This design comes from an exercise in tuning for small area on the open sky130 flow, not from production work.
Function was checked by simulation only, so behaviour that the tests miss may differ from the original.
No activity file was given, so power comes from the tool's default toggle rates. No driver is modelled on the clock port, so clocking that relies on it looks cheaper here than on a real chip.

===== flow/config.mk =====
export PLATFORM = sky130hd
export DESIGN_NAME = adc16_top
export DESIGN_NICKNAME = adc16_top
export VERILOG_FILES = /design/flow/design.v
export SDC_FILE = /design/flow/constraint.sdc
export NUM_CORES = 4
export LEC_CHECK = 0
export CAP_MARGIN = 0
export CORE_MARGIN = 2
export CORE_UTILIZATION = 40
export SLEW_MARGIN = 0

===== flow/constraint.sdc =====
create_clock -name core_clock -period 20.0 [get_ports {CLK}]
set_input_delay 4.0000 -clock core_clock [delete_from_list [all_inputs] [get_ports {CLK}]]
set_output_delay 4.0000 -clock core_clock [all_outputs]
set_load 0.01 [all_outputs]

===== flow/design.v =====
module UART_RX (
    input                 CLK,
    input                 RESET_n,
    input                 RX,
    output reg            RX_FF,
    output reg            RX_00
    );
    localparam [8:0] L_MID = 9'h026;   
    localparam [8:0] L_END = 9'h0b6;   
    reg                   BUSY;
    reg    [3:0]          cnt_bit;
    reg    [8:0]          cnt_clk;
    reg                   ones;
    reg                   zeros;
    reg                   VALID;
    wire                  end_cnt_clk = cnt_clk == L_END;
    wire                  end_cnt_bit = end_cnt_clk && cnt_bit == 10 - 1;
    wire                  mid         = cnt_clk == L_MID;
    always @(posedge CLK) begin
        if (!RESET_n)
            BUSY <= 0;
        else if (BUSY == 0 && RX == 0)
            BUSY <= 1;
        else if (cnt_bit == 0 && mid && RX == 1)
            BUSY <= 0;
        else if (end_cnt_bit)
            BUSY <= 0;
    end
    always @(posedge CLK) begin
        if (RESET_n && BUSY && !end_cnt_clk)
            cnt_clk <= {cnt_clk[7:0], ~(cnt_clk[8] ^ cnt_clk[4])};
        else
            cnt_clk <= 0;
    end
    always @(posedge CLK) begin
        if (!RESET_n)
            cnt_bit <= 0;
        else if (end_cnt_clk) begin
            if (end_cnt_bit)
                cnt_bit <= 0;
            else
                cnt_bit <= cnt_bit + 1'b1;
        end
    end
    always @(posedge CLK) begin
        if (mid && cnt_bit != 0 && cnt_bit != 10 - 1) begin
            ones  <= RX & (ones | cnt_bit == 1);
            zeros <= !RX & (zeros | cnt_bit == 1);
        end
    end
    always @(posedge CLK) begin
        VALID <= RESET_n && end_cnt_bit;
    end
    always @(posedge CLK) begin
        if (!RESET_n) begin
            RX_FF <= 1'b0;
            RX_00 <= 1'b1;
        end else if (VALID) begin
            RX_FF <= ones;
            RX_00 <= zeros;
        end
    end
endmodule
module uart_tx (
input               clk,
input               reset_n,
input               busy,
input               wbit,
output      [2:0]   widx,
output              done,
output reg          TX
);
localparam [8:0] L_END = 9'h0b6;   
reg         [3:0]   cnt_bit;
reg         [8:0]   cnt_clk;
wire                end_cnt_clk = cnt_clk == L_END;
assign widx = ~cnt_bit[2:0];
assign done = busy && end_cnt_clk && cnt_bit == 7;
always @(posedge clk) begin
    if (reset_n && busy && !end_cnt_clk)
        cnt_clk <= {cnt_clk[7:0], ~(cnt_clk[8] ^ cnt_clk[4])};
    else
        cnt_clk <= 0;
end
always @(posedge clk) begin
    if (!reset_n || done)
        cnt_bit <= 0;
    else if (busy && end_cnt_clk)
        cnt_bit <= cnt_bit - 1'b1;
end
always @(posedge clk or negedge reset_n) begin
    if (!reset_n)
        TX <= 1;
    else if (busy && cnt_clk == 0) begin
        if (cnt_bit == 0)
            TX <= 0;
        else if (cnt_bit == 7)
            TX <= 1;
        else
            TX <= wbit;
    end
end
endmodule
module LTC2203(
    input   wire           CLK,
    input   wire           RESET_n,
    input   wire           CLKOUT_U10_n,
    input   wire           CLKOUT_U11_n,
    input   wire           CLKOUT_U12_n,
    input   wire           CLKOUT_U13_n,
    input   wire           CLKOUT_U14_n,
    input   wire           CLKOUT_U15_n,
    input   wire           CLKOUT_U16_n,
    input   wire           CLKOUT_U17_n,
    input   wire           CLKOUT_U18_n,
    input   wire           CLKOUT_U19_n,
    input   wire           CLKOUT_U20_n,
    input   wire           CLKOUT_U21_n,
    input   wire           CLKOUT_U22_n,
    input   wire           CLKOUT_U23_n,
    input   wire           CLKOUT_U24_n,
    input   wire           CLKOUT_U25_n,
    input   wire           CLKOUT_U10_p,
    input   wire           CLKOUT_U11_p,
    input   wire           CLKOUT_U12_p,
    input   wire           CLKOUT_U13_p,
    input   wire           CLKOUT_U14_p,
    input   wire           CLKOUT_U15_p,
    input   wire           CLKOUT_U16_p,
    input   wire           CLKOUT_U17_p,
    input   wire           CLKOUT_U18_p,
    input   wire           CLKOUT_U19_p,
    input   wire           CLKOUT_U20_p,
    input   wire           CLKOUT_U21_p,
    input   wire           CLKOUT_U22_p,
    input   wire           CLKOUT_U23_p,
    input   wire           CLKOUT_U24_p,
    input   wire           CLKOUT_U25_p,
    input   wire  [15:0]   DATA_IN_U10,
    input   wire  [15:0]   DATA_IN_U11,
    input   wire  [15:0]   DATA_IN_U12,
    input   wire  [15:0]   DATA_IN_U13,
    input   wire  [15:0]   DATA_IN_U14,
    input   wire  [15:0]   DATA_IN_U15,
    input   wire  [15:0]   DATA_IN_U16,
    input   wire  [15:0]   DATA_IN_U17,
    input   wire  [15:0]   DATA_IN_U18,
    input   wire  [15:0]   DATA_IN_U19,
    input   wire  [15:0]   DATA_IN_U20,
    input   wire  [15:0]   DATA_IN_U21,
    input   wire  [15:0]   DATA_IN_U22,
    input   wire  [15:0]   DATA_IN_U23,
    input   wire  [15:0]   DATA_IN_U24,
    input   wire  [15:0]   DATA_IN_U25,
    output  wire  [15:0]   DATA_OUT_U10,
    output  wire  [15:0]   DATA_OUT_U11,
    output  wire  [15:0]   DATA_OUT_U12,
    output  wire  [15:0]   DATA_OUT_U13,
    output  wire  [15:0]   DATA_OUT_U14,
    output  wire  [15:0]   DATA_OUT_U15,
    output  wire  [15:0]   DATA_OUT_U16,
    output  wire  [15:0]   DATA_OUT_U17,
    output  wire  [15:0]   DATA_OUT_U18,
    output  wire  [15:0]   DATA_OUT_U19,
    output  wire  [15:0]   DATA_OUT_U20,
    output  wire  [15:0]   DATA_OUT_U21,
    output  wire  [15:0]   DATA_OUT_U22,
    output  wire  [15:0]   DATA_OUT_U23,
    output  wire  [15:0]   DATA_OUT_U24,
    output  wire  [15:0]   DATA_OUT_U25
    );
    wire       [15:0]      CLKOUT_n_bus = {CLKOUT_U25_n, CLKOUT_U24_n, CLKOUT_U23_n, CLKOUT_U22_n, CLKOUT_U21_n, CLKOUT_U20_n, CLKOUT_U19_n, CLKOUT_U18_n, CLKOUT_U17_n, CLKOUT_U16_n, CLKOUT_U15_n, CLKOUT_U14_n, CLKOUT_U13_n, CLKOUT_U12_n, CLKOUT_U11_n, CLKOUT_U10_n};
    wire       [255:0]     DATA_IN_bus  = {DATA_IN_U25, DATA_IN_U24, DATA_IN_U23, DATA_IN_U22, DATA_IN_U21, DATA_IN_U20, DATA_IN_U19, DATA_IN_U18, DATA_IN_U17, DATA_IN_U16, DATA_IN_U15, DATA_IN_U14, DATA_IN_U13, DATA_IN_U12, DATA_IN_U11, DATA_IN_U10};
    reg        [15:0]      CLKOUT_n_d;
    reg        [255:0]     DATA_IN_reg;
    always @(posedge CLK or negedge RESET_n) begin
        if (!RESET_n)
            CLKOUT_n_d <= 16'hFFFF;
        else
            CLKOUT_n_d <= CLKOUT_n_bus;
    end
    genvar k;
    generate
        for (k = 0; k < 16; k = k + 1) begin : g_ch
            always @(posedge CLK) begin
                if (CLKOUT_n_bus[k] && !CLKOUT_n_d[k])
                    DATA_IN_reg[16*k +: 16] <= DATA_IN_bus[16*k +: 16];
            end
        end
    endgenerate
    assign                 DATA_OUT_U10 = DATA_IN_reg[15:0];
    assign                 DATA_OUT_U11 = DATA_IN_reg[31:16];
    assign                 DATA_OUT_U12 = DATA_IN_reg[47:32];
    assign                 DATA_OUT_U13 = DATA_IN_reg[63:48];
    assign                 DATA_OUT_U14 = DATA_IN_reg[79:64];
    assign                 DATA_OUT_U15 = DATA_IN_reg[95:80];
    assign                 DATA_OUT_U16 = DATA_IN_reg[111:96];
    assign                 DATA_OUT_U17 = DATA_IN_reg[127:112];
    assign                 DATA_OUT_U18 = DATA_IN_reg[143:128];
    assign                 DATA_OUT_U19 = DATA_IN_reg[159:144];
    assign                 DATA_OUT_U20 = DATA_IN_reg[175:160];
    assign                 DATA_OUT_U21 = DATA_IN_reg[191:176];
    assign                 DATA_OUT_U22 = DATA_IN_reg[207:192];
    assign                 DATA_OUT_U23 = DATA_IN_reg[223:208];
    assign                 DATA_OUT_U24 = DATA_IN_reg[239:224];
    assign                 DATA_OUT_U25 = DATA_IN_reg[255:240];
endmodule
module DATA_TRANS(
    input   wire               CLK_50M,
    input   wire               RESET_n,
    input   wire   [15:0]      DATA_IN_U10,
    input   wire   [15:0]      DATA_IN_U11,
    input   wire   [15:0]      DATA_IN_U12,
    input   wire   [15:0]      DATA_IN_U13,
    input   wire   [15:0]      DATA_IN_U14,
    input   wire   [15:0]      DATA_IN_U15,
    input   wire   [15:0]      DATA_IN_U16,
    input   wire   [15:0]      DATA_IN_U17,
    input   wire   [15:0]      DATA_IN_U18,
    input   wire   [15:0]      DATA_IN_U19,
    input   wire   [15:0]      DATA_IN_U20,
    input   wire   [15:0]      DATA_IN_U21,
    input   wire   [15:0]      DATA_IN_U22,
    input   wire   [15:0]      DATA_IN_U23,
    input   wire   [15:0]      DATA_IN_U24,
    input   wire   [15:0]      DATA_IN_U25,
    input   wire               RX,
    output  wire               TX
    );
    localparam S_START = 3'd0,   
               S_WAIT  = 3'd1,   
               S_NEXT  = 3'd2,   
               S_SET   = 3'd3,
               S_REQ   = 3'd4,
               S_BUSY  = 3'd5,   
               S_POST  = 3'd6;   
    wire            [255:0]    DATA_IN = {DATA_IN_U25, DATA_IN_U24, DATA_IN_U23, DATA_IN_U22, DATA_IN_U21, DATA_IN_U20, DATA_IN_U19, DATA_IN_U18, DATA_IN_U17, DATA_IN_U16, DATA_IN_U15, DATA_IN_U14, DATA_IN_U13, DATA_IN_U12, DATA_IN_U11, DATA_IN_U10};
    reg             [255:0]    DATA;
    reg             [ 2:0]     STATE;
    reg             [ 5:0]     BYTE;       
    wire                       RX_FF;
    wire                       RX_00;
    wire            [ 2:0]     widx;
    wire                       done;
    always @(posedge CLK_50M) begin
        if (STATE == S_WAIT && RX_FF)
            DATA <= DATA_IN;
    end
    always @(posedge CLK_50M) begin
        if (!RESET_n) begin
            STATE <= S_START;
        end else begin
            case (STATE)
                S_START: STATE <= S_WAIT;
                S_WAIT: begin
                    BYTE <= 0;
                    if (RX_FF)
                        STATE <= S_NEXT;
                end
                S_NEXT: begin
                    if (!BYTE[5])
                        STATE <= S_SET;
                    else if (RX_00)
                        STATE <= S_START;
                end
                S_SET:  STATE <= S_REQ;
                S_REQ:  STATE <= S_BUSY;
                S_BUSY: if (done) STATE <= S_POST;
                S_POST: begin
                    BYTE <= BYTE + 1'b1;
                    STATE <= BYTE[0] ? S_NEXT : S_SET;
                end
                default: STATE <= S_START;
            endcase
        end
    end
    UART_RX i2(
        .CLK        (CLK_50M),
        .RESET_n    (RESET_n),
        .RX         (RX),
        .RX_FF      (RX_FF),
        .RX_00      (RX_00)
    );
    uart_tx i1 (
        .clk        (CLK_50M),
        .reset_n    (RESET_n),
        .busy       (STATE == S_BUSY),
        .wbit       (DATA[{BYTE[4:0], widx}]),
        .widx       (widx),
        .done       (done),
        .TX         (TX)
    );
endmodule
module adc16_top(
 	input                  CLK,
    input                  RESET_n,
	input                  RX1,
	output                 TX1,
    input   wire           CLKOUT_U10_n,
    input   wire           CLKOUT_U11_n,
    input   wire           CLKOUT_U12_n,
    input   wire           CLKOUT_U13_n,
    input   wire           CLKOUT_U14_n,
    input   wire           CLKOUT_U15_n,
    input   wire           CLKOUT_U16_n,
    input   wire           CLKOUT_U17_n,
    input   wire           CLKOUT_U18_n,
    input   wire           CLKOUT_U19_n,
    input   wire           CLKOUT_U20_n,
    input   wire           CLKOUT_U21_n,
    input   wire           CLKOUT_U22_n,
    input   wire           CLKOUT_U23_n,
    input   wire           CLKOUT_U24_n,
    input   wire           CLKOUT_U25_n,
    input   wire           CLKOUT_U10_p,
    input   wire           CLKOUT_U11_p,
    input   wire           CLKOUT_U12_p,
    input   wire           CLKOUT_U13_p,
    input   wire           CLKOUT_U14_p,
    input   wire           CLKOUT_U15_p,
    input   wire           CLKOUT_U16_p,
    input   wire           CLKOUT_U17_p,
    input   wire           CLKOUT_U18_p,
    input   wire           CLKOUT_U19_p,
    input   wire           CLKOUT_U20_p,
    input   wire           CLKOUT_U21_p,
    input   wire           CLKOUT_U22_p,
    input   wire           CLKOUT_U23_p,
    input   wire           CLKOUT_U24_p,
    input   wire           CLKOUT_U25_p,
    input   wire  [15:0]   DATA_IN_U10,
    input   wire  [15:0]   DATA_IN_U11,
    input   wire  [15:0]   DATA_IN_U12,
    input   wire  [15:0]   DATA_IN_U13,
    input   wire  [15:0]   DATA_IN_U14,
    input   wire  [15:0]   DATA_IN_U15,
    input   wire  [15:0]   DATA_IN_U16,
    input   wire  [15:0]   DATA_IN_U17,
    input   wire  [15:0]   DATA_IN_U18,
    input   wire  [15:0]   DATA_IN_U19,
    input   wire  [15:0]   DATA_IN_U20,
    input   wire  [15:0]   DATA_IN_U21,
    input   wire  [15:0]   DATA_IN_U22,
    input   wire  [15:0]   DATA_IN_U23,
    input   wire  [15:0]   DATA_IN_U24,
    input   wire  [15:0]   DATA_IN_U25
	);
    wire          [15:0]   DATA_OUT_U10;
    wire          [15:0]   DATA_OUT_U11;
    wire          [15:0]   DATA_OUT_U12;
    wire          [15:0]   DATA_OUT_U13;
    wire          [15:0]   DATA_OUT_U14;
    wire          [15:0]   DATA_OUT_U15;
    wire          [15:0]   DATA_OUT_U16;
    wire          [15:0]   DATA_OUT_U17;
    wire          [15:0]   DATA_OUT_U18;
    wire          [15:0]   DATA_OUT_U19;
    wire          [15:0]   DATA_OUT_U20;
    wire          [15:0]   DATA_OUT_U21;
    wire          [15:0]   DATA_OUT_U22;
    wire          [15:0]   DATA_OUT_U23;
    wire          [15:0]   DATA_OUT_U24;
    wire          [15:0]   DATA_OUT_U25;
    DATA_TRANS ins2(
        .CLK_50M        (CLK),
        .RESET_n        (RESET_n),
        .DATA_IN_U10    (DATA_OUT_U10),
        .DATA_IN_U11    (DATA_OUT_U11),
        .DATA_IN_U12    (DATA_OUT_U12),
        .DATA_IN_U13    (DATA_OUT_U13),
        .DATA_IN_U14    (DATA_OUT_U14),
        .DATA_IN_U15    (DATA_OUT_U15),
        .DATA_IN_U16    (DATA_OUT_U16),
        .DATA_IN_U17    (DATA_OUT_U17),
        .DATA_IN_U18    (DATA_OUT_U18),
        .DATA_IN_U19    (DATA_OUT_U19),
        .DATA_IN_U20    (DATA_OUT_U20),
        .DATA_IN_U21    (DATA_OUT_U21),
        .DATA_IN_U22    (DATA_OUT_U22),
        .DATA_IN_U23    (DATA_OUT_U23),
        .DATA_IN_U24    (DATA_OUT_U24),
        .DATA_IN_U25    (DATA_OUT_U25),
        .RX             (RX1),
        .TX             (TX1)
    );
    LTC2203 ins3(
        .CLK            (CLK),
        .RESET_n        (RESET_n),
        .CLKOUT_U10_n   (CLKOUT_U10_n),
        .CLKOUT_U11_n   (CLKOUT_U11_n),
        .CLKOUT_U12_n   (CLKOUT_U12_n),
        .CLKOUT_U13_n   (CLKOUT_U13_n),
        .CLKOUT_U14_n   (CLKOUT_U14_n),
        .CLKOUT_U15_n   (CLKOUT_U15_n),
        .CLKOUT_U16_n   (CLKOUT_U16_n),
        .CLKOUT_U17_n   (CLKOUT_U17_n),
        .CLKOUT_U18_n   (CLKOUT_U18_n),
        .CLKOUT_U19_n   (CLKOUT_U19_n),
        .CLKOUT_U20_n   (CLKOUT_U20_n),
        .CLKOUT_U21_n   (CLKOUT_U21_n),
        .CLKOUT_U22_n   (CLKOUT_U22_n),
        .CLKOUT_U23_n   (CLKOUT_U23_n),
        .CLKOUT_U24_n   (CLKOUT_U24_n),
        .CLKOUT_U25_n   (CLKOUT_U25_n),
        .CLKOUT_U10_p   (CLKOUT_U10_p),
        .CLKOUT_U11_p   (CLKOUT_U11_p),
        .CLKOUT_U12_p   (CLKOUT_U12_p),
        .CLKOUT_U13_p   (CLKOUT_U13_p),
        .CLKOUT_U14_p   (CLKOUT_U14_p),
        .CLKOUT_U15_p   (CLKOUT_U15_p),
        .CLKOUT_U16_p   (CLKOUT_U16_p),
        .CLKOUT_U17_p   (CLKOUT_U17_p),
        .CLKOUT_U18_p   (CLKOUT_U18_p),
        .CLKOUT_U19_p   (CLKOUT_U19_p),
        .CLKOUT_U20_p   (CLKOUT_U20_p),
        .CLKOUT_U21_p   (CLKOUT_U21_p),
        .CLKOUT_U22_p   (CLKOUT_U22_p),
        .CLKOUT_U23_p   (CLKOUT_U23_p),
        .CLKOUT_U24_p   (CLKOUT_U24_p),
        .CLKOUT_U25_p   (CLKOUT_U25_p),
        .DATA_IN_U10    (DATA_IN_U10),
        .DATA_IN_U11    (DATA_IN_U11),
        .DATA_IN_U12    (DATA_IN_U12),
        .DATA_IN_U13    (DATA_IN_U13),
        .DATA_IN_U14    (DATA_IN_U14),
        .DATA_IN_U15    (DATA_IN_U15),
        .DATA_IN_U16    (DATA_IN_U16),
        .DATA_IN_U17    (DATA_IN_U17),
        .DATA_IN_U18    (DATA_IN_U18),
        .DATA_IN_U19    (DATA_IN_U19),
        .DATA_IN_U20    (DATA_IN_U20),
        .DATA_IN_U21    (DATA_IN_U21),
        .DATA_IN_U22    (DATA_IN_U22),
        .DATA_IN_U23    (DATA_IN_U23),
        .DATA_IN_U24    (DATA_IN_U24),
        .DATA_IN_U25    (DATA_IN_U25),
        .DATA_OUT_U10   (DATA_OUT_U10),
        .DATA_OUT_U11   (DATA_OUT_U11),
        .DATA_OUT_U12   (DATA_OUT_U12),
        .DATA_OUT_U13   (DATA_OUT_U13),
        .DATA_OUT_U14   (DATA_OUT_U14),
        .DATA_OUT_U15   (DATA_OUT_U15),
        .DATA_OUT_U16   (DATA_OUT_U16),
        .DATA_OUT_U17   (DATA_OUT_U17),
        .DATA_OUT_U18   (DATA_OUT_U18),
        .DATA_OUT_U19   (DATA_OUT_U19),
        .DATA_OUT_U20   (DATA_OUT_U20),
        .DATA_OUT_U21   (DATA_OUT_U21),
        .DATA_OUT_U22   (DATA_OUT_U22),
        .DATA_OUT_U23   (DATA_OUT_U23),
        .DATA_OUT_U24   (DATA_OUT_U24),
        .DATA_OUT_U25   (DATA_OUT_U25)
    );
endmodule

===== flow/flow/run.sh =====
#!/bin/bash
set -euo pipefail
bash standard.sh \
  "BUFFER_PORTS_ARGS=-buffer_cell sky130_fd_sc_hd__buf_1" \
  "CTS_ARGS=-sink_clustering_enable -repair_clock_nets -sink_clustering_size 30 -sink_clustering_max_diameter 200 -dont_use_dummy_load" \
  finish > standard.log 2>&1

===== flow/standard.sh =====
#!/bin/bash
# synth_recipe.tcl (not shown) runs the flow's synth.tcl, then flattens the netlist and writes it again
# the make line also repeats each setting of config.mk as NAME=value (left out here)
make -C /OpenROAD-flow-scripts/flow DESIGN_CONFIG=/design/flow/config.mk WORK_HOME=/design/flow/orfs CLKGATE_MAP_FILE= SYNTH_SCRIPT=/design/flow/synth_recipe.tcl "${@:-finish}"

==> results of run 1 <==
-- final cells by class --
type                            instances  area [µm²]
Sequential cell                       570       16730
Inverter                                7       26.28
Clock buffer                           22       550.5
Tap cell                              664       830.8
Timing Repair Buffer                  298        1206
Fill cell                            4232       26710
Antenna cell                            1       2.502
Multi-Input combinational cell        309        2990
-- through the flow --
stage / hold slack, ns / cell area, µm² / std cells / worst slack (ns) / utilization
final: 0.4211 / 22340 / 1871 / 14.67 / 0.4554
after global routing: 0.4322 / 22340 / 1871 / 14.59 / 0.4554
after CTS: 0.4201 / 22340 / 1870 / 14.62 / 0.4553
after detailed placement: 0.4045 / 21780 / 1848 / 14.63 / 0.4441
after global placement: 0.4012 / 21780 / 1848 / 14.63 / 0.4441
after floorplan: 0.4003 / 19950 / 914 / 12.88 / -
-- worst min path at each step --
stage                          startpoint             end  slack, ns  cells after the start
CTS                 ins3.DATA_IN_reg[228]  ins2.DATA[228]       0.42                      0
detailed placement  ins3.DATA_IN_reg[133]  ins2.DATA[133]       0.40                      0
finish               ins3.DATA_IN_reg[56]   ins2.DATA[56]       0.42                      0
global route        ins3.DATA_IN_reg[218]  ins2.DATA[218]       0.43                      0
floorplan             ins3.DATA_IN_reg[0]    ins2.DATA[0]       0.40                      0
global placement     ins3.DATA_IN_reg[42]   ins2.DATA[42]       0.40                      0
-- where the power goes --
part / internal, mW / switching, mW
Combinational: 0.0194 / 0.0281
Sequential: 1.33 / 0.00812
Clock: 0.200 / 0.325
Total: 1.54 / 0.362
-- synthesized netlist by cell type, types with 7 or more instances --
cell      instances  area share
nor2_1           29      0.0055
o21ai_0           9      0.0023
mux4_1           10       0.013
nor2b_1          31      0.0097
dfxtp_1          33       0.033
and2_1           23      0.0072
nor3_1           11      0.0028
buf_2             9      0.0023
mux2i_1          32       0.016
nand2_1          17      0.0032
a21oi_1          19      0.0048
dfstp_2          17       0.022
mux4_2           46       0.052
a221oi_1          7      0.0031
nand3_1           9      0.0023
edfxtp_1        520        0.78
-- logic make-up (layout without fill, tap and decap cells) --
| group | Yosys count | in the layout | share of synthesized area |
|---|---|---|---|
| adder cells (fa/ha/maj) | 6 | 6 | 0.003763 |
| buffers and inverters | 35 | 327 | 0.01204 |
| AND/OR/NAND/NOR | 144 | 144 | 0.03908 |
| flip-flops | 570 | 570 | 0.8383 |
| AO/OA/AOI/OAI | 62 | 62 | 0.02145 |
| multiplexers | 90 | 90 | 0.08229 |
| other | 0 | 1 | 0 |
| XOR/XNOR | 7 | 7 | 0.003074 |
-- routing by layer --
layer  part of all wire  GRT usage  up-vias
li1                   -          -     4206
met1               0.43     0.1975     4463
met4              0.020    0.03605        0
met5                  0          0        -
met2               0.49     0.2369      212
met3              0.053    0.02246       38
==> impl_metrics.csv, run 1 <==
group,metric,value,unit
run_status,status,"finished clean",
clocking,clkLatencyLatePin,0.56,ns
timing,clock.fmax,187.6,MHz
global_route,antenna_found_initial,1,
placed_design,dp_hpwl,25170,µm
setup_path,cp-endpoint,"TX1",
setup_path,r2r_setup_slack,16.62,ns
clocking,holdBufCountCts,0,
die,fp.dieH,227.3,µm
timing,setup_tns,0,ns
die,core.rowCount,81,
clocking,cts.sinks,570,
layout,final_nets,1505,
worst_hold_path,hold_path_class,"flop to flop",
yosys,syn-num-nets,1211,
power_and_ir_drop,pwr_density_cell,85.32,nW/µm²
die,fp.dieW,227.3,µm
die,num_io_pins,292,
yosys,synth_cells,914,
layout,final_common_cell,"edfxtp_1",
clocking,clk_pin_slew,0.12,ns
clocking,numCtsBuffers,22,
route,wl_per_cell,19.70,µm
setup_path,critPathTopFamily,"flip-flops",
clocking,htree_levels,1,
placed_design,portBuffers,275,
yosys,synth.cell_area,19950,µm²
timing,rsz0062_at_grt,"no",
setup_path,arrival,1.33,ns
global_route,track_usage,0.1424,
setup_path,worstSetupStartpointType,"flop",
yosys,synth_ff_type,"edfxtp_1",
setup_path,slowest_stage,"dfstp_2",
global_route,grt_max_degree,85,
global_route,grt.overflow.total,0,
timing,post-route-min-period,5.332,ns
yosys,synth-seq-area-share,0.8383,
run,maxCapViolations,0,
setup_path,cp_max_fo,2,
power_and_ir_drop,ir_drop,0.00008932,V
timing,setup_violations,0,
placed_design,place_congestion,0.7405,
yosys,avgSynthCellArea,21.82,µm²
layout,post_route_cells_drive_above_1_share,0.09950,
yosys,ys_ff_latch,570,
yosys,synth_edf_count,520,
clocking,cts_resized,0,
power_and_ir_drop,power,1.906,mW
setup_path,cp.depth,1,
setup_path,cp.buffers_inverters,1,
setup_path,cp-startpoint,"ins2.i1.TX",
clocking,cts_tree,"yes",
timing,slew_viol_final,0,
die,core,49050,µm²
setup_path,reg2reg_to,"ins2.i1.TX",
setup_path,crit_path_end_kind,"output port",
layout,area_delta_synth_final,11.98,%
setup_path,r2r-start,"ins2.i1.cnt_bit[0]",
route,drt_iter0_markers,691,
route,routed_wl,36860,µm
route,drcViolationCount,0,
setup_path,reg2reg_depth,8,
power_and_ir_drop,p_leak,6.856,nW
yosys,async_flop_share,0.02982,
setup_path,crit_chain,"buf_1",
route,ant_nets,0,
yosys,synth_warnings,4,
timing,slew_headroom,0.2709,
setup_path,critPathKind,"flop to output port",
timing,max_slew.worst_pin.slew,1.094,ns
global_route,grt_pass1_vias,9305,
layout,layout_common_cells,"edfxtp_1 (520), buf_1 (274), mux4_2 (46), mux2i_1 (32)",
route,viasPerCell,4.767,
setup_path,required,16.00,ns
timing,hold_viol_final,0,
setup_path,max_stage_delay,0.55,ns
die,start_util,0.4067,
timing,clock_skew,0.01473,ns
clocking,post-cts-setup-buffer-count,0,
yosys,synth_cell_type_count,56,
route,dr_total_vias,8919,
timing,finalCritPeriodShare,0.2666,
clocking,cts_root_buffer,"clkbuf_16",
global_route,grt_pass1_wl,54410,µm
die,fp.dieArea,51670,µm²
route,drtPass1Iterations,4,
clocking,clock_path_buffers,3,
==> run 2: changes to the inputs <==
--- a/flow/config.mk
+++ b/flow/config.mk
@@ -9,3 +9,4 @@
 export CORE_MARGIN = 2
 export CORE_UTILIZATION = 40
+export GPL_TIMING_DRIVEN = 0
 export SLEW_MARGIN = 0
==> impl_metrics.csv, run 2 <==
group,metric,value,unit
yosys,synth_top_area_frac,0.7828,
global_route,antenna_found_initial,3,
yosys,ys_ff_latch,570,
run,maxCapViolations,0,
clocking,clock_path_buffers,3,
layout,area_delta_synth_final,12.93,%
timing,post-route-min-period,5.407,ns
clocking,clk_pin_slew,0.12,ns
timing,clock_skew,0.07032,ns
yosys,synth_ff_type,"edfxtp_1",
layout,post_route_cells_drive_above_1_share,0.1069,
setup_path,cp_max_fo,2,
route,viasPerCell,4.806,
layout,final_nets,1515,
clocking,cts_tree,"yes",
route,drt_iter0_markers,675,
placed_design,place_area,21950,µm²
yosys,synth.cell_area,19950,µm²
die,core,49050,µm²
die,num_io_pins,292,
setup_path,arrival,1.41,ns
die,start_util,0.4067,
setup_path,critPathKind,"flop to output port",
layout,postLayoutCoreUtil,0.4593,
die,core.rowCount,81,
worst_hold_path,holdPathStages,0,
power_and_ir_drop,p_leak,6.927,nW
clocking,numCtsBuffers,22,
yosys,synth_commonest_cells,"edfxtp_1 (520), mux4_2 (46), dfxtp_1 (33)",
yosys,synth_most_common_cell,"edfxtp_1",
timing,slew_headroom,0.1078,
die,fp.dieH,227.3,µm
run_status,status,"finished clean",
layout,design_area,22530,µm²
clocking,cts_root_buffer,"clkbuf_16",
timing,setup_violations,0,
setup_path,slowest_stage,"dfstp_2",
timing,finalCritPeriodShare,0.2704,
yosys,avgSynthCellArea,21.82,µm²
power_and_ir_drop,pwr_density_cell,84.87,nW/µm²
global_route,track_usage,0.1524,
timing,rsz0062_at_grt,"no",
die,fp.dieW,227.3,µm
yosys,syn-num-nets,1211,
clocking,htree_levels,1,
route,wl_per_cell,20.86,µm
route,drtPass1Iterations,5,
clocking,cts.sinks,570,
power_and_ir_drop,switchingPower,368.0,µW
yosys,synth_warnings,4,
clocking,cts_resized,0,
setup_path,required,16.00,ns
clocking,clkLatencyLatePin,0.60,ns
setup_path,reg2reg_depth,9,
timing,max_slew.worst_pin.slew,1.336,ns
timing,slew_viol_final,0,
timing,setup_tns,0,ns
global_route,grt_max_degree,67,
placed_design,portBuffers,275,
power_and_ir_drop,combPwrFrac,0.025,
setup_path,crit_chain,"buf_1",
clocking,post-cts-setup-buffer-count,0,
setup_path,max_stage_delay,0.55,ns
setup_path,crit_path_end_kind,"output port",
yosys,yosys-top-cells-area,"edfxtp_1 (78%), mux4_2 (5.2%), dfxtp_1 (3.3%)",
setup_path,worstSetupStartpointType,"flop",
power_and_ir_drop,ir_drop,0.0001012,V
global_route,grt_pass1_vias,9517,
setup_path,critPathTopFamily,"flip-flops",
die,fp.dieArea,51670,µm²
layout,final_common_cell,"edfxtp_1",
clocking,holdBufCountCts,0,
yosys,synth_cell_type_count,56,
setup_path,cp.buffers_inverters,1,
yosys,synth_edf_count,520,
power_and_ir_drop,power,1.912,mW
setup_path,cp.depth,1,
route,dr_total_vias,9040,
power_and_ir_drop,p_int,1.544,mW
global_route,grt.overflow.total,0,
route,routed_wl,39230,µm
yosys,synth-seq-area-share,0.8383,
yosys,synth_cells,914,
power_and_ir_drop,seq_power_share,0.697,
timing,clock.fmax,184.9,MHz
placed_design,place_congestion,0.7457,
layout,layout_common_cells,"edfxtp_1 (520), buf_1 (276), mux4_2 (46), dfxtp_1 (33), mux2i_1 (32)",
power_and_ir_drop,pwr-share-clk,0.278,
power_and_ir_drop,switching_share,0.1925,
placed_design,dp_hpwl,27930,µm
route,ant_nets,0,
timing,hold_viol_final,0,
worst_hold_path,hold_path_class,"flop to flop",
route,drcViolationCount,0,
yosys,synth_largest_area_cell,"edfxtp_1",
yosys,async_flop_share,0.02982,
global_route,grt_pass1_wl,57470,µm
run 2: cell counts after synthesis:
Identical to the previous run, type by type.
run 2: cell type report:
type	count	area, µm²
Antenna cell	1	2.502
Buffer	28	214.0
Clock buffer	22	550.5
Fill cell	4206	26520
Inverter	7	26.28
Multi-Input combinational cell	309	3018
Sequential cell	570	16720
Tap cell	664	830.8
Timing Repair Buffer	280	1164
run 2: cells by family (layout without fill, tap and decap cells):
| logic type | after synthesis | count (layout) | synth area share |
|---|---|---|---|
| other | 0 | 1 | 0 |
| XOR/XNOR | 7 | 7 | 0.003074 |
| buffers and inverters | 35 | 337 | 0.01204 |
| adder cells (fa/ha/maj) | 6 | 6 | 0.003763 |
| AO/OA/AOI/OAI | 62 | 62 | 0.02145 |
| flip-flops | 570 | 570 | 0.8383 |
| AND/OR/NAND/NOR | 144 | 144 | 0.03908 |
| multiplexers | 90 | 90 | 0.08229 |
run 2: stage by stage:
step                      hold slack (ns)  instances  setup WS, ns
after floorplan                    0.4003        914         12.88
after global placement             0.4003       1853         10.33
after detailed placement           0.4045       1858         14.24
after CTS                          0.3889       1880         14.55
after global routing               0.4063       1881         14.51
final                              0.3943       1881         14.59
run 2: path summary, 6_finish.rpt:
path	from	endpoint	slack, ns
min in group asynchronous	RESET_n	ins3.CLKOUT_n_d[8]	3.65
worst min-delay path	ins3.DATA_IN_reg[74]	ins2.DATA[74]	0.39
max in group asynchronous	RESET_n	ins3.CLKOUT_n_d[14]	16.10
worst max register to register	ins2.i1.cnt_bit[1]	ins2.i1.TX	16.36
worst max-delay path	ins2.i1.TX	TX1	14.59
worst min register to register	ins3.DATA_IN_reg[74]	ins2.DATA[74]	0.39
run 2: routing by layer:
metal	routed length, µm	global-route usage	up-vias	share of wire
li1	-	-	4224	-
met1	17060	0.2067	4562	0.43
met2	19490	0.2573	209	0.50
met3	2037	0.02801	41	0.052
met4	617	0.03479	4	0.016
met5	27	0	-	0.00069
run 2: power groups by stage:
stage / clock network, mW / registers, mW / logic [mW]
after floorplan: 0 / 1.36 / 0.0170
after global placement: 0 / 1.36 / 0.0466
after detailed placement: 0 / 1.36 / 0.0484
after CTS: 0.552 / 1.33 / 0.0487
after global routing: 0.588 / 1.34 / 0.0538
final: 0.531 / 1.33 / 0.0481
==> run 3: changes to the inputs <==
--- a/flow/config.mk
+++ b/flow/config.mk
@@ -6,7 +6,6 @@
 export NUM_CORES = 4
 export LEC_CHECK = 0
-export CAP_MARGIN = 0
+export CAP_MARGIN = 20
 export CORE_MARGIN = 2
 export CORE_UTILIZATION = 40
-export GPL_TIMING_DRIVEN = 0
-export SLEW_MARGIN = 0
+export SLEW_MARGIN = 20
==> impl_metrics.csv, run 3 <==
group,metric,value,unit
yosys,synth_cell_type_count,56,
clocking,clkLatencyLatePin,0.56,ns
timing,max_slew.worst_pin.slew,0.9625,ns
clocking,numCtsBuffers,22,
yosys,synth_largest_area_cell,"edfxtp_1",
timing,slew_headroom,0.3583,
placed_design,place_area,21780,µm²
route,drtPass1Iterations,4,
timing,slew_viol_final,0,
power_and_ir_drop,power,1.905,mW
die,core.rowCount,81,
timing,post-route-min-period,5.328,ns
clocking,holdBufCountCts,0,
yosys,synth_warnings,4,
route,ant_nets,0,
run,maxCapViolations,0,
power_and_ir_drop,p_leak,6.867,nW
setup_path,worstSetupStartpointType,"flop",
route,routed_wl,36860,µm
power_and_ir_drop,pwr_density_cell,85.19,nW/µm²
die,num_io_pins,292,
route,drt_iter0_markers,703,
yosys,synth_ff_type,"edfxtp_1",
layout,final_nets,1506,
power_and_ir_drop,p_int,1.544,mW
setup_path,required,16.00,ns
layout,final_cells,1872,
yosys,synth-seq-area-share,0.8383,
power_and_ir_drop,switchingPower,360.8,µW
timing,setup_violations,0,
clocking,cts_resized,0,
route,dr_total_vias,8925,
route,drcViolationCount,0,
yosys,synth_cells,914,
placed_design,portBuffers,275,
setup_path,critPathKind,"flop to output port",
yosys,syn-num-nets,1211,
placed_design,placed_cells,1848,
global_route,grt_pass1_wl,54410,µm
clocking,htree_levels,1,
setup_path,crit_path_end_kind,"output port",
run_status,status,"finished clean",
power_and_ir_drop,seq_power_share,0.700,
timing,setup_tns,0,ns
setup_path,max_stage_delay,0.55,ns
global_route,track_usage,0.1424,
layout,post_route_cells_drive_above_1_share,0.1002,
setup_path,reg2reg_depth,8,
yosys,synth.cell_area,19950,µm²
yosys,yosys-top-cells-area,"edfxtp_1 (78%), mux4_2 (5.2%), dfxtp_1 (3.3%)",
yosys,ys_ff_latch,570,
setup_path,crit_chain,"buf_1",
die,core,49050,µm²
clocking,cts_tree,"yes",
die,fp.dieH,227.3,µm
power_and_ir_drop,combPwrFrac,0.025,
global_route,grt_pass1_vias,9305,
layout,layout_common_cells,"edfxtp_1 (520), buf_1 (274), mux4_2 (46), mux2i_1 (32)",
setup_path,cp.depth,1,
route,wl_per_cell,19.69,µm
die,start_util,0.4067,
yosys,avgSynthCellArea,21.82,µm²
layout,fillers,4229,
clocking,cts_root_buffer,"clkbuf_16",
setup_path,cp_max_fo,2,
route,viasPerCell,4.768,
die,fp.dieArea,51670,µm²
die,fp.dieW,227.3,µm
placed_design,dp_hpwl,25170,µm
power_and_ir_drop,switching_share,0.1894,
clocking,clk_pin_slew,0.12,ns
clocking,cts.sinks,570,
placed_design,place_congestion,0.7405,
layout,design_area,22370,µm²
setup_path,cp.buffers_inverters,1,
worst_hold_path,hold_path_class,"flop to flop",
layout,final_common_cell,"edfxtp_1",
global_route,grt_max_degree,85,
setup_path,slowest_stage,"dfstp_2",
setup_path,arrival,1.33,ns
setup_path,critPathTopFamily,"flip-flops",
timing,finalCritPeriodShare,0.2664,
timing,clock_skew,0.01126,ns
yosys,async_flop_share,0.02982,
global_route,antenna_found_initial,1,
yosys,synth_top_area_frac,0.7828,
yosys,synth_most_common_cell,"edfxtp_1",
layout,area_delta_synth_final,12.12,%
global_route,grt.overflow.total,0,
timing,rsz0062_at_grt,"no",
clocking,post-cts-setup-buffer-count,0,
timing,clock.fmax,187.7,MHz
yosys,synth_edf_count,520,
power_and_ir_drop,ir_drop,0.00008867,V
clocking,clock_path_buffers,3,
timing,hold_viol_final,0,
power_and_ir_drop,pwr-share-clk,0.275,
yosys,synth_commonest_cells,"edfxtp_1 (520), mux4_2 (46), dfxtp_1 (33)",
worst_hold_path,holdPathStages,0,
==> run 3: cell families after synthesis <==
| group | synth area share |
|---|---|
| xor gates and xnor gates | 0.003074 |
| adders and majority gates | 0.003763 |
| and+or+nand+nor | 0.03908 |
| buffers and inverters | 0.01204 |
| DFF | 0.8383 |
| AOI/OAI and AO/OA | 0.02145 |
| muxes | 0.08229 |
==> run 3: area by class of cell <==
type / count / area (µm²) / area share
Inverter: 7 / 26.28 / 0.001175
Clock buffer: 22 / 550.5 / 0.02462
Tap cell: 664 / 830.8 / 0.03715
Antenna cell: 1 / 2.502 / 0.0001119
Sequential cell: 570 / 16730 / 0.7481
Timing Repair Buffer: 299 / 1234 / 0.05516
Multi-Input combinational cell: 309 / 2990 / 0.1337
==> run 3: path summary, 6_finish.rpt <==
path,start,endpoint,slack (ns)
min in group asynchronous,RESET_n,ins3.CLKOUT_n_d[8],3.88
worst max register to register,ins2.i1.cnt_bit[0],ins2.i1.TX,16.64
worst max-delay path,ins2.i1.TX,TX1,14.67
max in group asynchronous,RESET_n,ins3.CLKOUT_n_d[12],16.06
worst min-delay path,ins3.DATA_IN_reg[56],ins2.DATA[56],0.42
worst min register to register,ins3.DATA_IN_reg[56],ins2.DATA[56],0.42
==> run 3: layer usage <==
layer / global-route usage / up-vias / wire, µm
met4: 0.03605 / 0 / 745
met5: 0 / - / 0
met2: 0.2369 / 213 / 18230
met1: 0.1975 / 4469 / 15960
met3: 0.02246 / 38 / 1920
li1: - / 4205 / -
==> run 3: through the flow <==
step | hold WS [ns] | setup slack (ns) | util
after global routing | 0.4322 | 14.59 | 0.4559
after floorplan | 0.4003 | 12.88 | -
final | 0.4217 | 14.67 | 0.4559
after global placement | 0.4012 | 14.63 | 0.4441
after detailed placement | 0.4045 | 14.63 | 0.4441
after CTS | 0.4201 | 14.62 | 0.4553
==> run 3: power by group through the flow <==
stage               clock [mW]  combinational [mW]  sequential, mW
floorplan                    0              0.0170            1.36
global placement             0              0.0473            1.36
detailed placement           0              0.0484            1.36
CTS                      0.547              0.0486            1.33
global route             0.585              0.0535            1.34
finish                   0.524              0.0475            1.33
==> run 4: changes to the inputs <==
==> flow/flow/run.sh (replaced) <==
#!/bin/bash
# The standard layout (standard.sh) with three changes:
#  - synthesis maps the combinational logic with an area-oriented ABC script;
#  - port buffers are sky130_fd_sc_hd__buf_1 instead of the default cell;
#  - clock-tree sinks are clustered into groups of up to 30, without dummy loads.
set -euo pipefail
W=$PWD
export CUSTOM_ABC_SCRIPT=$W/flow/abc_area.script
export FLOW_SYNTH_TCL=$W/synth_recipe.tcl
bash standard.sh \
  "SYNTH_SCRIPT=$W/flow/synth.tcl" \
  "BUFFER_PORTS_ARGS=-buffer_cell sky130_fd_sc_hd__buf_1" \
  "CTS_ARGS=-sink_clustering_enable -repair_clock_nets -sink_clustering_size 30 -sink_clustering_max_diameter 200 -dont_use_dummy_load" \
  finish > standard.log 2>&1
==> flow/flow/abc_area.script (new file) <==
strash
&get -n
&st
&syn2
&dch
&put
amap -m
==> flow/flow/synth.tcl (new file) <==
# The standard synthesis (synth_recipe.tcl), with Yosys's abc pass given
# an area-oriented ABC script (abc_area.script beside this file) in place of
# ORFS's speed script. Only the combinational mapping changes: the flip-flops
# are mapped by dfflibmap before abc runs, exactly as in the standard flow.
proc abc {args} {
  set i [lsearch -exact $args -script]
  if {$i >= 0} { lset args [expr {$i + 1}] $::env(CUSTOM_ABC_SCRIPT) }
  yosys abc {*}$args
}
source $::env(FLOW_SYNTH_TCL)
--- a/flow/config.mk
+++ b/flow/config.mk
@@ -6,6 +6,6 @@
 export NUM_CORES = 4
 export LEC_CHECK = 0
-export CAP_MARGIN = 20
+export CAP_MARGIN = 0
 export CORE_MARGIN = 2
 export CORE_UTILIZATION = 40
-export SLEW_MARGIN = 20
+export SLEW_MARGIN = 0
==> impl_metrics.csv, run 4 <==
group,metric,value,unit
clocking,post-cts-setup-buffer-count,0,
clocking,cts.sinks,570,
die,fp.dieH,223.9,µm
power_and_ir_drop,pwr_density_cell,87.35,nW/µm²
route,viasPerCell,5.280,
die,num_io_pins,292,
route,drt_iter0_markers,697,
setup_path,worstSetupStartpointType,"input pin",
yosys,synth_most_common_cell,"edfxtp_1",
clocking,cts_root_buffer,"clkbuf_16",
global_route,antenna_found_initial,4,
placed_design,placed_cells,1886,
setup_path,cp_max_fo,22,
timing,setup_tns,0,ns
run_status,status,"finished clean",
yosys,synth-seq-area-share,0.8646,
layout,final_nets,1592,
route,routed_wl,40690,µm
placed_design,dp_hpwl,26170,µm
layout,seqCellArea,16730,µm²
global_route,grt_pass1_vias,10212,
setup_path,slowest_stage,"a21oi_1",
timing,setup_violations,0,
layout,fillers,4055,
layout,multiInputGateArea,2484,µm²
clocking,clkLatencyLatePin,0.56,ns
power_and_ir_drop,ir_drop,0.0001017,V
route,dr_total_vias,10085,
power_and_ir_drop,p_leak,6.560,nW
clocking,cts_resized,0,
layout,final_common_cell,"edfxtp_1",
yosys,yosys-top-cells-area,"edfxtp_1 (81%), o221ai_1 (5.8%), dfxtp_1 (3.4%)",
timing,clock_skew,0.01645,ns
setup_path,max_stage_delay,0.61,ns
timing,post-route-min-period,5.475,ns
clocking,holdBufCountCts,0,
clocking,clock_path_buffers,3,
power_and_ir_drop,power,1.915,mW
setup_path,critPathKind,"input pin to flop",
global_route,track_usage,0.1586,
global_route,grt_pass1_wl,59690,µm
timing,rsz0062_at_grt,"no",
timing,finalCritPeriodShare,0.2737,
setup_path,required,20.21,ns
yosys,synth_cell_type_count,30,
yosys,syn-num-nets,1266,
route,ant_nets,0,
timing,hold_viol_final,0,
worst_hold_path,hold_path_class,"flop to flop",
clocking,clk_pin_slew,0.12,ns
route,drcViolationCount,0,
die,fp.dieArea,50130,µm²
placed_design,pre_cts_ws,13.87,ns
clocking,numCtsBuffers,22,
yosys,avgSynthCellArea,19.96,µm²
global_route,grt.overflow.total,0,
yosys,synth_warnings,4,
layout,area_delta_synth_final,13.33,%
timing,slew_headroom,0.1520,
yosys,async_flop_share,0.02982,
yosys,synth_commonest_cells,"edfxtp_1 (520), o221ai_1 (129), nand3_1 (56)",
yosys,synth_largest_area_cell,"edfxtp_1",
placed_design,portBuffers,275,
layout,post_route_cells_drive_above_1_share,0.05723,
clocking,htree_levels,1,
timing,worst_slack,14.53,ns
layout,layout_common_cells,"edfxtp_1 (520), buf_1 (274), o221ai_1 (129), nand3_1 (56), nor2_1 (43)",
die,fp.dieW,223.9,µm
yosys,synth.cell_area,19340,µm²
clocking,cts_tree,"yes",
timing,clock.fmax,182.7,MHz
yosys,synth_top_area_frac,0.8073,
timing,slew_viol_final,0,
global_route,grt_max_degree,81,
die,core.rowCount,80,
yosys,synth_ff_type,"edfxtp_1",
setup_path,crit_chain,"clkbuf_2 -> buf_4 -> clkinv_1 -> a21oi_1",
yosys,synth_cells,969,
run,maxCapViolations,0,
route,drtPass1Iterations,4,
yosys,synth_edf_count,520,
placed_design,place_congestion,0.7787,
setup_path,crit_path_end_kind,"flop",
die,core,47750,µm²
layout,final_cells,1910,
setup_path,arrival,5.69,ns
yosys,ys_ff_latch,570,
route,wl_per_cell,21.30,µm
timing,max_slew.worst_pin.slew,1.269,ns
layout,postLayoutCoreUtil,0.4591,
die,start_util,0.4051,
[run 4: cell count changes in the layout (fill, tap and decap cells not counted), sizes merged, moves of 23 or more]
cell,previous run,this run
o221ai,0,129
mux4,56,0
nand3,9,56
clkinv,0,34
mux2i,32,0
and2,23,0
[run 4: cells by family (layout without fill, tap and decap cells)]
family	Yosys count	after routing	share of synthesized area
DFF	570	570	0.8646
AOI/OAI and AO/OA	204	204	0.08617
and+or+nand+nor	151	151	0.03797
buffers and inverters	38	362	0.007375
adders and majority gates	6	6	0.003881
other	0	2	0
[run 4: metrics by stage]
step / hold slack, ns / cell area, µm²
after floorplan: 0.4003 / 19340
after detailed placement: 0.4045 / 21360
after CTS: 0.4167 / 21910
after global placement: 0.4010 / 21360
final: 0.4146 / 21920
after global routing: 0.4267 / 21920
[run 4: path summary, 6_finish.rpt]
check | from | end | slack (ns) | cells past startpoint
worst max-delay path | RESET_n | ins2.BYTE[4] | 14.53 | 4
worst min-delay path | ins2.i2.cnt_clk[5] | ins2.i2.cnt_clk[6] | 0.41 | 2
worst max register to register | ins2.i1.cnt_bit[1] | ins2.i1.TX | 16.36 | 12
worst min register to register | ins2.i2.cnt_clk[5] | ins2.i2.cnt_clk[6] | 0.41 | 2
max in group asynchronous | RESET_n | ins3.CLKOUT_n_d[14] | 16.09 | 2
min in group asynchronous | RESET_n | ins3.CLKOUT_n_d[12] | 3.86 | 2
[run 4: routing by layer]
metal	GRT usage	part of all wire	vias to the layer above
met4	0.03892	0.020	4
met3	0.03240	0.059	46
met2	0.2679	0.49	275
li1	-	-	4713
met1	0.2113	0.43	5047
met5	0	0.00061	-
[run 4: layout make-up]
class / count / share of cell area
Antenna cell: 2 / 0.0002283
Clock buffer: 22 / 0.02512
Inverter: 38 / 0.006621
Multi-Input combinational cell: 361 / 0.1133
Sequential cell: 570 / 0.7632
Tap cell: 615 / 0.03510
Timing Repair Buffer: 302 / 0.05640
[run 4: power breakdown]
| part | total [mW] | internal, mW | switching (mW) |
|---|---|---|---|
| Clock | 0.522 | 0.199 | 0.323 |
| Sequential | 1.33 | 1.33 | 0.00782 |
| Combinational | 0.0581 | 0.0208 | 0.0372 |
[run 4: critical path: cells and delay by family]
family                 cells  cell delay (ns)
AO/OA/AOI/OAI              1             0.61
buffers and inverters      3             1.05
==> run 5: changes to the inputs <==
--- a/flow/config.mk
+++ b/flow/config.mk
@@ -8,4 +8,5 @@
 export CAP_MARGIN = 0
 export CORE_MARGIN = 2
-export CORE_UTILIZATION = 40
+export CORE_UTILIZATION = 65
+export PLACE_DENSITY = 0.75
 export SLEW_MARGIN = 0
==> impl_metrics.csv, run 5 <==
group,metric,value,unit
run_status,status,"finished clean",
clocking,cts_tree,"yes",
layout,final_nets,1587,
placed_design,placed_cells,1656,
die,fp.dieW,176.5,µm
yosys,synth.mux.area_fraction,0,
placed_design,pre_cts_ws,14.03,ns
placed_design,dp_hpwl,23130,µm
route,drcViolationCount,0,
layout,layout_common_cells,"edfxtp_1 (520), buf_1 (274), o221ai_1 (129), nand3_1 (56), nor2_1 (43)",
setup_path,critPathKind,"input pin to flop",
clocking,holdBufCountCts,0,
clocking,cts_resized,0,
timing,setup_violations,0,
timing,post-route-min-period,5.400,ns
timing,slew_viol_final,0,
yosys,synthAdderAreaFrac,0.003881,
clocking,clkLatencyLatePin,0.56,ns
route,drt_iter0_markers,1092,
die,core.rowCount,63,
timing,clock_skew,0.03281,ns
timing,worst_slack,14.60,ns
yosys,ys_ff_latch,570,
yosys,avgSynthCellArea,19.96,µm²
setup_path,worstSetupStartpointType,"input pin",
route,dr_total_vias,10279,
yosys,synth_top_area_frac,0.8073,
yosys,synth_cell_type_count,30,
yosys,synth_cells,969,
yosys,synth_top_family_by_area,"compound AO/OA/AOI/OAI gates",
global_route,grt_max_degree,76,
timing,slew_headroom,0.1579,
yosys,synth.cell_area,19340,µm²
yosys,yosys-top-cells-area,"edfxtp_1 (81%), o221ai_1 (5.8%), dfxtp_1 (3.4%)",
power_and_ir_drop,p_leak,6.535,nW
clocking,clk_pin_slew,0.11,ns
die,num_io_pins,292,
route,ant_nets,0,
clocking,numCtsBuffers,22,
clocking,post-cts-setup-buffer-count,0,
die,fp.dieArea,31150,µm²
yosys,synth_ff_type,"edfxtp_1",
power_and_ir_drop,pwr_density_cell,88.01,nW/µm²
clocking,cts.sinks,570,
timing,finalCritPeriodShare,0.2700,
yosys,synth_edf_count,520,
yosys,synth_commonest_cells,"edfxtp_1 (520), o221ai_1 (129), nand3_1 (56)",
run,maxCapViolations,0,
global_route,track_usage,0.2388,
global_route,grt_pass1_wl,55790,µm
timing,hold_viol_final,0,
yosys,synth_warnings,4,
route,wl_per_cell,22.15,µm
setup_path,required,20.19,ns
die,fp.dieH,176.5,µm
setup_path,arrival,5.59,ns
route,routed_wl,37310,µm
route,viasPerCell,6.104,
layout,fillers,1770,
global_route,grt.overflow.total,0,
clocking,clock_path_buffers,3,
yosys,synthXorXnorAreaFrac,0,
die,start_util,0.6561,
clocking,htree_levels,1,
layout,postLayoutCoreUtil,0.7330,
yosys,yosys.area_share.simple,0.03797,
power_and_ir_drop,ir_drop,0.00007550,V
global_route,grt_pass1_vias,10170,
layout,design_area,21610,µm²
timing,clock.fmax,185.2,MHz
yosys,syn-num-nets,1266,
placed_design,place_congestion,0.8508,
die,core,29480,µm²
timing,rsz0062_at_grt,"no",
layout,area_delta_synth_final,11.72,%
setup_path,cp_max_fo,22,
yosys,async_flop_share,0.02982,
worst_hold_path,hold_path_class,"flop to flop",
timing,setup_tns,0,ns
yosys,synth-compound-area-share,0.08617,
setup_path,crit_path_end_kind,"flop",
timing,max_slew.worst_pin.slew,1.261,ns
yosys,synth_largest_area_cell,"edfxtp_1",
layout,final_cells,1684,
global_route,antenna_found_initial,8,
yosys,synth_most_common_cell,"edfxtp_1",
yosys,synth-seq-area-share,0.8646,
placed_design,place_area,21040,µm²
layout,final_common_cell,"edfxtp_1",
route,drtPass1Iterations,7,
placed_design,portBuffers,275,
clocking,cts_root_buffer,"clkbuf_16",
layout,post_route_cells_drive_above_1_share,0.05357,
[run 5: cell counts after synthesis]
No cell type changed its count.
[run 5: area by class of cell]
class,count,area (µm²),area share
flip-flops and latches,570,16730,0.7741
multi-input cells,361,2484,0.1149
repair buffers,297,1199,0.05547
clock buffers,22,550.5,0.02548
well taps,390,488.0,0.02258
inverters,38,145.1,0.006717
diodes,6,15.01,0.0006948
[run 5: layer usage]
layer | part of all wire | global-route usage | wire length (µm) | up-vias
li1 | - | - | - | 4694
met1 | 0.39 | 0.3271 | 14590 | 5046
met2 | 0.49 | 0.3936 | 18400 | 467
met3 | 0.090 | 0.05512 | 3368 | 64
met4 | 0.024 | 0.06508 | 901 | 8
met5 | 0.0013 | 0 | 50 | -
[run 5: power by group]
part | switching [mW] | internal (mW)
Combinational | 0.0350 | 0.0206
Clock | 0.313 | 0.199
Sequential | 0.00806 | 1.33
[run 5: path summary, 6_finish.rpt]
kind / slack [ns] / to / cells after the start / start
setup / recovery: 14.60 / ins2.BYTE[4] / 4 / RESET_n
hold / removal: 0.40 / ins2.DATA[51] / 0 / ins3.DATA_IN_reg[51]
setup reg to reg: 16.04 / ins2.i1.TX / 12 / ins2.i1.cnt_bit[1]
hold reg to reg: 0.40 / ins2.DATA[51] / 0 / ins3.DATA_IN_reg[51]
max in group asynchronous: 16.16 / ins3.CLKOUT_n_d[6] / 2 / RESET_n
min in group asynchronous: 3.79 / ins3.CLKOUT_n_d[2] / 2 / RESET_n
[run 5: stage by stage]
| stage | total power, mW | hold slack [ns] |
|---|---|---|
| floorplan | 1.380 | 0.4003 |
| global route | 1.957 | 0.4120 |
| detailed placement | 1.417 | 0.4045 |
| finish | 1.902 | 0.3975 |
| global placement | 1.413 | 0.4010 |
| CTS | 1.912 | 0.3904 |
[run 5: logic make-up after synthesis]
| kind of cell | Yosys count |
|---|---|
| DFF | 570 |
| adders and majority gates | 6 |
| buffers and inverters | 38 |
| and+or+nand+nor | 151 |
| AOI/OAI and AO/OA | 204 |
[run 5: worst max-delay path, cell delays in order]
cell	delay (ns)
clkbuf_2	0.08
buf_4	0.38
clkinv_1	0.48
a21oi_1	0.63
==> run 6: changes to the inputs <==
--- a/flow/flow/run.sh
+++ b/flow/flow/run.sh
@@ -11,4 +11,4 @@
   "SYNTH_SCRIPT=$W/flow/synth.tcl" \
   "BUFFER_PORTS_ARGS=-buffer_cell sky130_fd_sc_hd__buf_1" \
-  "CTS_ARGS=-sink_clustering_enable -repair_clock_nets -sink_clustering_size 30 -sink_clustering_max_diameter 200 -dont_use_dummy_load" \
+  "CTS_ARGS=-sink_clustering_enable -repair_clock_nets -sink_clustering_size 40 -sink_clustering_max_diameter 60 -dont_use_dummy_load" \
   finish > standard.log 2>&1
--- a/flow/config.mk
+++ b/flow/config.mk
@@ -8,5 +8,4 @@
 export CAP_MARGIN = 0
 export CORE_MARGIN = 2
-export CORE_UTILIZATION = 65
-export PLACE_DENSITY = 0.75
+export CORE_UTILIZATION = 40
 export SLEW_MARGIN = 0
==> impl_metrics.csv, run 6 <==
group,metric,value,unit
yosys,ys_ff_latch,570,
die,start_util,0.4051,
clocking,clock_path_buffers,3,
power_and_ir_drop,pwr_density_cell,92.83,nW/µm²
die,fp.dieW,223.9,µm
clocking,cts_root_buffer,"clkbuf_16",
layout,post_route_cells_drive_above_1_share,0.06804,
clocking,htree_levels,2,
layout,final_common_cell,"edfxtp_1",
timing,finalCritPeriodShare,0.2755,
placed_design,place_area,21360,µm²
route,drt-met1-wl,17580,µm
timing,clock.fmax,181.5,MHz
global_route,grt_max_degree,81,
timing,max_slew.worst_pin.slew,1.278,ns
route,wl_met2,20160,µm
yosys,synth-seq-area-share,0.8646,
yosys,async_flop_share,0.02982,
route,drcViolationCount,0,
route,top_layer,"met5",
run_status,status,"finished clean",
clocking,clkLatencyLatePin,0.57,ns
setup_path,worstSetupStartpointType,"input pin",
timing,hold_viol_final,0,
layout,design_area,22300,µm²
route,ant_nets,0,
clocking,cts.sinks,570,
yosys,synth.cell_area,19340,µm²
die,core,47750,µm²
route,drt_iter0_markers,585,
setup_path,critPathKind,"input pin to flop",
placed_design,place_congestion,0.7787,
run,maxCapViolations,0,
global_route,grt_pass1_vias,10333,
global_route,grt.overflow.total,0,
power_and_ir_drop,ir_drop,0.00009705,V
route,viasPerCell,5.298,
die,core.rowCount,80,
yosys,synth_most_common_cell,"edfxtp_1",
route,drtPass1Iterations,5,
timing,setup_tns,0,ns
layout,final_cells,1925,
global_route,track_usage,0.1618,
placed_design,placed_cells,1886,
yosys,synth_largest_area_cell,"edfxtp_1",
route,wl_met3,2359,µm
timing,rsz0062_at_grt,"no",
placed_design,dp_hpwl,26170,µm
die,num_io_pins,292,
worst_hold_path,hold_path_class,"flop to flop",
layout,final_nets,1607,
yosys,synth_commonest_cells,"edfxtp_1 (520), o221ai_1 (129), nand3_1 (56)",
timing,holdWs,0.4002,ns
layout,layout_common_cells,"edfxtp_1 (520), buf_1 (274), o221ai_1 (129), nand3_1 (56), nor2_1 (43)",
die,fp.dieArea,50130,µm²
timing,clock_skew,0.05106,ns
timing,setup_violations,0,
die,fp.dieH,223.9,µm
layout,area_delta_synth_final,15.27,%
placed_design,portBuffers,275,
yosys,synth_warnings,4,
clocking,holdBufCountCts,0,
setup_path,cp_max_fo,22,
route,routed_wl,41090,µm
layout,postLayoutCoreUtil,0.4670,
yosys,synth_cells,969,
yosys,synth_edf_count,520,
clocking,clk_pin_slew,0.08,ns
power_and_ir_drop,p_leak,6.745,nW
setup_path,crit_path_end_kind,"flop",
yosys,synth_cell_type_count,30,
yosys,avgSynthCellArea,19.96,µm²
yosys,synth_top_area_frac,0.8073,
clocking,numCtsBuffers,37,
yosys,yosys-top-cells-area,"edfxtp_1 (81%), o221ai_1 (5.8%), dfxtp_1 (3.4%)",
route,dr_total_vias,10199,
global_route,grt_pass1_wl,60240,µm
timing,slew_viol_final,0,
setup_path,required,20.15,ns
clocking,post-cts-setup-buffer-count,0,
yosys,syn-num-nets,1266,
route,wl_per_cell,21.35,µm
clocking,cts_tree,"yes",
global_route,antenna_found_initial,4,
clocking,cts_resized,0,
timing,slew_headroom,0.1463,
setup_path,arrival,5.66,ns
timing,post-route-min-period,5.510,ns
yosys,synth_ff_type,"edfxtp_1",
-- run 6: per-stage QoR --
stage               power, mW  setup slack, ns
finish                  2.070            14.49
global route            2.141            14.27
CTS                     2.096            14.44
detailed placement      1.420            13.87
global placement        1.417            13.93
floorplan               1.380            7.352
-- run 6: final cells by class --
cell class	instances	area [µm²]
Fill cell	4006	25450
Sequential cell	570	16730
Multi-Input combinational cell	361	2484
Timing Repair Buffer	302	1236
Clock buffer	37	925.9
Tap cell	615	769.5
Inverter	38	145.1
Antenna cell	2	5.005
-- run 6: logic make-up (layout without fill, tap and decap cells) --
kind of cell	count (synthesis)	after routing	share of synthesized area
fa+ha+maj	6	6	0.003881
simple gates	151	151	0.03797
other cells	0	2	0
flops	570	570	0.8646
buf+inv	38	377	0.007375
compound gates	204	204	0.08617
-- run 6: worst paths after layout --
check | startpoint | cells after the start | endpoint | slack, ns
setup / recovery | RESET_n | 4 | ins2.BYTE[4] | 14.49
hold / removal | ins3.DATA_IN_reg[123] | 0 | ins2.DATA[123] | 0.40
setup reg to reg | ins2.i1.cnt_bit[1] | 12 | ins2.i1.TX | 16.35
hold reg to reg | ins3.DATA_IN_reg[123] | 0 | ins2.DATA[123] | 0.40
max in group asynchronous | RESET_n | 2 | ins2.i1.TX | 16.06
min in group asynchronous | RESET_n | 2 | ins3.CLKOUT_n_d[8] | 3.85
-- run 6: where the power goes --
group | total, mW | switching (mW) | internal (mW)
clock network | 0.677 | 0.349 | 0.329
logic | 0.0580 | 0.0372 | 0.0208
registers | 1.33 | 0.00782 | 1.33
total | 2.07 | 0.394 | 1.68
-- run 6: routing by layer --
layer,up-vias,track usage
met5,-,0
met1,5131,0.2126
met4,4,0.05290
li1,4739,-
met3,62,0.03620
met2,263,0.2681
-- run 6: critical path, cell delays in order --
cell and delay, ns:
clkbuf_2 0.08, buf_4 0.46, clkinv_1 0.50, a21oi_1 0.61

## afterwards: timing with drivers on the ports
In the flow no input, the clock included, has a driving cell. The finished layouts below were timed again as built, in two steps. Step 1 sets driving cells, clkbuf_16 on the clock port and buf_2 on the other inputs (assumed; they add their load-dependent delay and slew). Step 2 also shifts input and output timing later by t, the mid clock arrival at the registers, as if the neighbouring blocks saw the same clock. a / b / c = no drivers / after step 1 / after step 2; a / b = the first two.
run | t, ns | slack for setup (ns) | hold slack, ns | clock arrival spread, ns | pins driven straight from the clock port
run 1 | 0.607 | 14.668 / 14.616 / 14.658 | 0.421 / 0.421 / 0.421 | 0.024 / 0.024 | 1
run 2 | 0.625 | 14.593 / 14.535 / 14.283 | 0.394 / 0.394 / 0.394 | 0.071 / 0.071 | 1
run 3 | 0.609 | 14.672 / 14.619 / 14.634 | 0.422 / 0.422 / 0.422 | 0.021 / 0.021 | 1
run 4 | 0.607 | 14.525 / 14.554 / 13.947 | 0.415 / 0.415 / 0.415 | 0.023 / 0.023 | 1
run 5 | 0.595 | 14.600 / 14.628 / 14.034 | 0.398 / 0.398 / 0.398 | 0.033 / 0.033 | 1
run 6 | 0.591 | 14.490 / 14.520 / 13.929 | 0.400 / 0.400 / 0.400 | 0.055 / 0.056 | 1
After both steps setup and hold are still met in every run listed. For run 4, which loses most, drivers alone change the setup slack by +0.029 ns; drivers and shift together by -0.578 ns.
